This design comes from an exercise in tuning for small area, a short achievable clock period and few clock cycles on the open sky130 flow, not from production work. Where RTL was checked, it was by simulation tests only, not by an equivalence proof against the original. The clock input has no modelled driver; a real chip could not lean on it and would need a root buffer or a full tree.

==> flow/design.v (excerpt) <==
module HT_TOP(
    input clk,
    input rst_n,
    input in_valid,
    input [2:0] in_weight,
    input out_mode,
    output reg out_valid,
    output reg out_code
);
clock: 6.0 ns
lec_check: 0
abc_area: 1
cap_margin: 20
core_margin: 2
core_utilization: 40
setup_slack_margin: 4.0
slew_margin: 20
standard.sh (not shown) runs the stock make flow with config.mk's settings and CLKGATE_MAP_FILE= SYNTH_SCRIPT=/design/flow/synth_recipe.tcl, a recipe that flattens the netlist after the stock synthesis.
==> flow/flow/run.sh <==
#!/bin/bash
# Own flow: the standard layout, with a hook after CTS that replaces the
# clock tree by four clkbuf_16 fed by the clock port (flow/reclk.tcl).
set -euo pipefail
W=$(pwd)
export FLOW_FLOW_DIR="$W/flow"
export POST_CTS_TCL="$W/flow/post_cts.tcl"
bash standard.sh finish > "$W/standard_flow.log" 2>&1
Other scripts of this flow, unchanged in this note and not shown: flow/flow/post_cts.tcl, flow/flow/reclk.tcl
The first run produced a clean layout.
Testbench counts at the start, summed over its fixed seeds: cycles 17,157.
Rerun with:
Settings changed: SETUP_SLACK_MARGIN 4.0 to 3.95.
Outcome: Area after synthesis is unchanged. Fmax hardly moves. Flip-flop and latch count stays the same. Via count stays flat. Final cell count is about the same. First-iteration DRC count climbs by 6.1%. Hold slack stays flat.
No run of this note takes its clock network from TritonCTS; it comes from the design's own scripts or RTL.

========
Another version of the RTL of HT_TOP (not shown whole).
Size: roughly 150 flip-flops, ~0.0094 mm2 of cells after synthesis.
// HT_TOP
module HT_TOP(
    input clk,
    input rst_n,
    input in_valid,
    input [2:0] in_weight,
    input out_mode,
    output reg out_valid,
    output reg out_code
);
function [3:0] add3(input [2:0] a, input [2:0] b);
    reg [2:0] g, p; reg [3:0] c;
    begin
        g = a & b; p = a ^ b;
        c[0] = 1'b0;
        c[1] = g[0];
        c[2] = g[1] | (p[1] & g[0]);
        c[3] = g[2] | (p[2] & g[1]) | (p[2] & p[1] & g[0]);
        add3 = {c[3], p ^ c[2:0]};
    end
endfunction
function [5:0] add6(input [5:0] a, input [5:0] b);
    reg [5:0] g, p, c;
    begin
        g = a & b; p = a ^ b;
        c[0] = 1'b0;
        c[1] = g[0];
        c[2] = g[1] | (p[1] & g[0]);
        c[3] = g[2] | (p[2] & g[1]) | (p[2] & p[1] & g[0]);
        c[4] = g[3] | (p[3] & g[2]) | (p[3] & p[2] & g[1]) | (p[3] & p[2] & p[1] & g[0]);
        c[5] = g[4] | (p[4] & g[3]) | (p[4] & p[3] & g[2]) | (p[4] & p[3] & p[2] & g[1])
             | (p[4] & p[3] & p[2] & p[1] & g[0]);
        add6 = p ^ c;
    end
endfunction
function ge3(input [2:0] a, input [2:0] b);
    reg [2:0] gt, lt;
    begin
        gt = a & ~b; lt = ~a & b;
        ge3 = ~(lt[2] | (~gt[2] & (lt[1] | (~gt[1] & lt[0]))));
    end
endfunction
function ge6(input [5:0] a, input [5:0] b);
    reg [5:0] gt, lt;
    begin
        gt = a & ~b; lt = ~a & b;
        ge6 = ~(lt[5] | (~gt[5] & (lt[4] | (~gt[4] & (lt[3] | (~gt[3] &
              (lt[2] | (~gt[2] & (lt[1] | (~gt[1] & lt[0]))))))))));
    end
endfunction
reg       iv;               
always @(posedge clk or negedge rst_n) begin
    if (!rst_n)
        iv <= 1'b0;
    else
        iv <= in_valid;
end
always @(posedge clk) begin
end
localparam IDLE = 2'd0, IN = 2'd1, MERGE = 2'd2, OUT = 2'd3;
reg [1:0] phase;
reg [2:0] cnt;             
reg [4:0] coh;             
  ...
==> flow/config.mk <==
export PLATFORM = sky130hd
export DESIGN_NAME = HT_TOP
export DESIGN_NICKNAME = HT_TOP
export VERILOG_FILES = /design/flow/design.v
export SDC_FILE = /design/flow/constraint.sdc
export NUM_CORES = 4
export LEC_CHECK = 0
export ABC_AREA = 1
export CAP_MARGIN = 20
export CORE_MARGIN = 2
export CORE_UTILIZATION = 45
export SETUP_SLACK_MARGIN = 3.9
export SLEW_MARGIN = 20
==> flow/constraint.sdc <==
create_clock -name core_clock -period 6.0 [get_ports {clk}]
set_input_delay 1.2000 -clock core_clock [delete_from_list [all_inputs] [get_ports {clk}]]
set_output_delay 1.2000 -clock core_clock [all_outputs]
set_load 0.01 [all_outputs]
Scripts as last shown in full above: flow/flow/run.sh
Other scripts of this flow, unchanged in this note and not shown: flow/flow/post_cts.tcl, flow/flow/reclk.tcl
The first run completed without violations.
Testbench counts at the start, summed over its fixed seeds: cycles 17,157.
Then changed:
CORE_UTILIZATION = 40   (was 45)
TNS_END_PERCENT = 20   (was default)
Effect:
- final area rose by 1.3%
- worst setup slack loses 0.043 ns
- synthesized cell count stays the same
- wire length rose by 1.9%
- die area rose by about 12%
In every run of this note, the design's own scripts or RTL, not TritonCTS, make the clock network.

========
job 101:
Another version of the RTL of HT_TOP (not shown whole).
Size: about 990 cells after synthesis, roughly 9 I/O pins, about 8800 sq um of cells after synthesis.
clock: 6.0 ns
lec_check: 0
cap_margin: 20
core_margin: 2
core_utilization: 40
setup_slack_margin: 3.6
slew_margin: 20
run.sh (not shown) runs the stock make flow with config.mk's settings and CLKGATE_MAP_FILE= SYNTH_SCRIPT=/design/flow/synth_recipe.tcl, a recipe that flattens the netlist after the stock synthesis.
Stock flow here: none of the scripts above is used.
Job 101 closes out successfully: all stages finished, all timing, DRC and antenna checks passed.
The following lists how job 104 was set up differently from job 101:
-- flow/config.mk --
<<< job 101, line 10
export CORE_UTILIZATION = 40
export SETUP_SLACK_MARGIN = 3.6
export SLEW_MARGIN = 20
>>> job 104, line 10
export CORE_UTILIZATION = 40
export SETUP_SLACK_MARGIN = 3.3
export SLEW_MARGIN = 20
### Flow results
- The via count reported for job 104 is lower than the one for job 101.
- From job 101 to job 104 the numbers moved as follows: buffer share of cell area now sits lower, non-clock buffer count now sits lower, count of clock-buffer cells in the layout now sits higher.
No functional check of the RTL was part of any run of this note.

========
== red ==
RTL: one of the versions met above, not the one the previous note started from.
Size: ~1400 cells after synthesis, roughly 150 flip-flops, ~9 I/O pins.
Design HT_TOP, start of the top module:
module HT_TOP(
    input clk,
    input rst_n,
    input in_valid,
    input [2:0] in_weight,
    input out_mode,
    output reg out_valid,
    output reg out_code
);
export LEC_CHECK = 0
export ABC_AREA = 1
export CAP_MARGIN = 20
export CORE_MARGIN = 2
export CORE_UTILIZATION = 40
export SETUP_SLACK_MARGIN = 3.9
export SLEW_MARGIN = 20
create_clock -name core_clock -period 6.0 [get_ports {clk}]
standard.sh (not shown) runs the stock make flow with config.mk's settings and CLKGATE_MAP_FILE= SYNTH_SCRIPT=/design/flow/synth_recipe.tcl, a recipe that flattens the netlist after the stock synthesis.
Scripts as last shown in full above: flow/flow/run.sh
Other scripts of this flow, unchanged in this note and not shown: flow/flow/post_cts.tcl, flow/flow/reclk.tcl
Testbench counts of red, summed over its fixed seeds: cycles 17,157.
Input changes introduced in blue (baseline for comparison: red):
Settings: a change of SETUP_SLACK_MARGIN from 3.9 to 4.0.
Notes after the runs:
In the flow results for red and blue, the minimum period implied by the final worst setup slack is larger on blue.
Summary: worst hold slack, blue worse than red
No run of this note takes its clock network from TritonCTS; it comes from the design's own scripts or RTL.

==> port drivers added, routing unchanged <==
How much do the figures lean on ideal ports? The routed layouts below were timed once more, with nothing changed but the port constraints. Step 1 assumes that a clkbuf_16 drives the clock port and a buf_2 every other input. Step 2 adds t to the input delays and takes it off the output delays; t is the mean of the earliest and latest rising clock arrival at the registers after step 1. Input paths then give back, and output paths get back, about the clock's delay inside the block. Three values: no drivers, after step 1, after step 2; two values: the first two.
run	shift t [ns]	setup slack, ns	worst register clock-pin slew, ns
the first run of note 1	0.322	4.025 / 3.926 / 3.929	0.09 / 0.09
the second run of note 1	0.322	4.022 / 3.930 / 4.022	0.09 / 0.09
the first run of note 2	0.371	3.969 / 3.873 / 3.798	0.09 / 0.09
the second run of note 2	0.373	3.926 / 3.873 / 3.805	0.09 / 0.09
job 101	0.478	3.414 / 3.396 / 2.918	0.07 / 0.07
job 104	0.467	3.299 / 3.295 / 2.828	0.07 / 0.07
red	0.373	3.975 / 3.882 / 3.804	0.09 / 0.09
blue	0.372	3.960 / 3.866 / 3.821	0.09 / 0.09
After both steps every run listed still meets setup and hold. For job 101, which loses most, drivers alone change the setup slack by -0.018 ns; drivers and shift together by -0.496 ns.
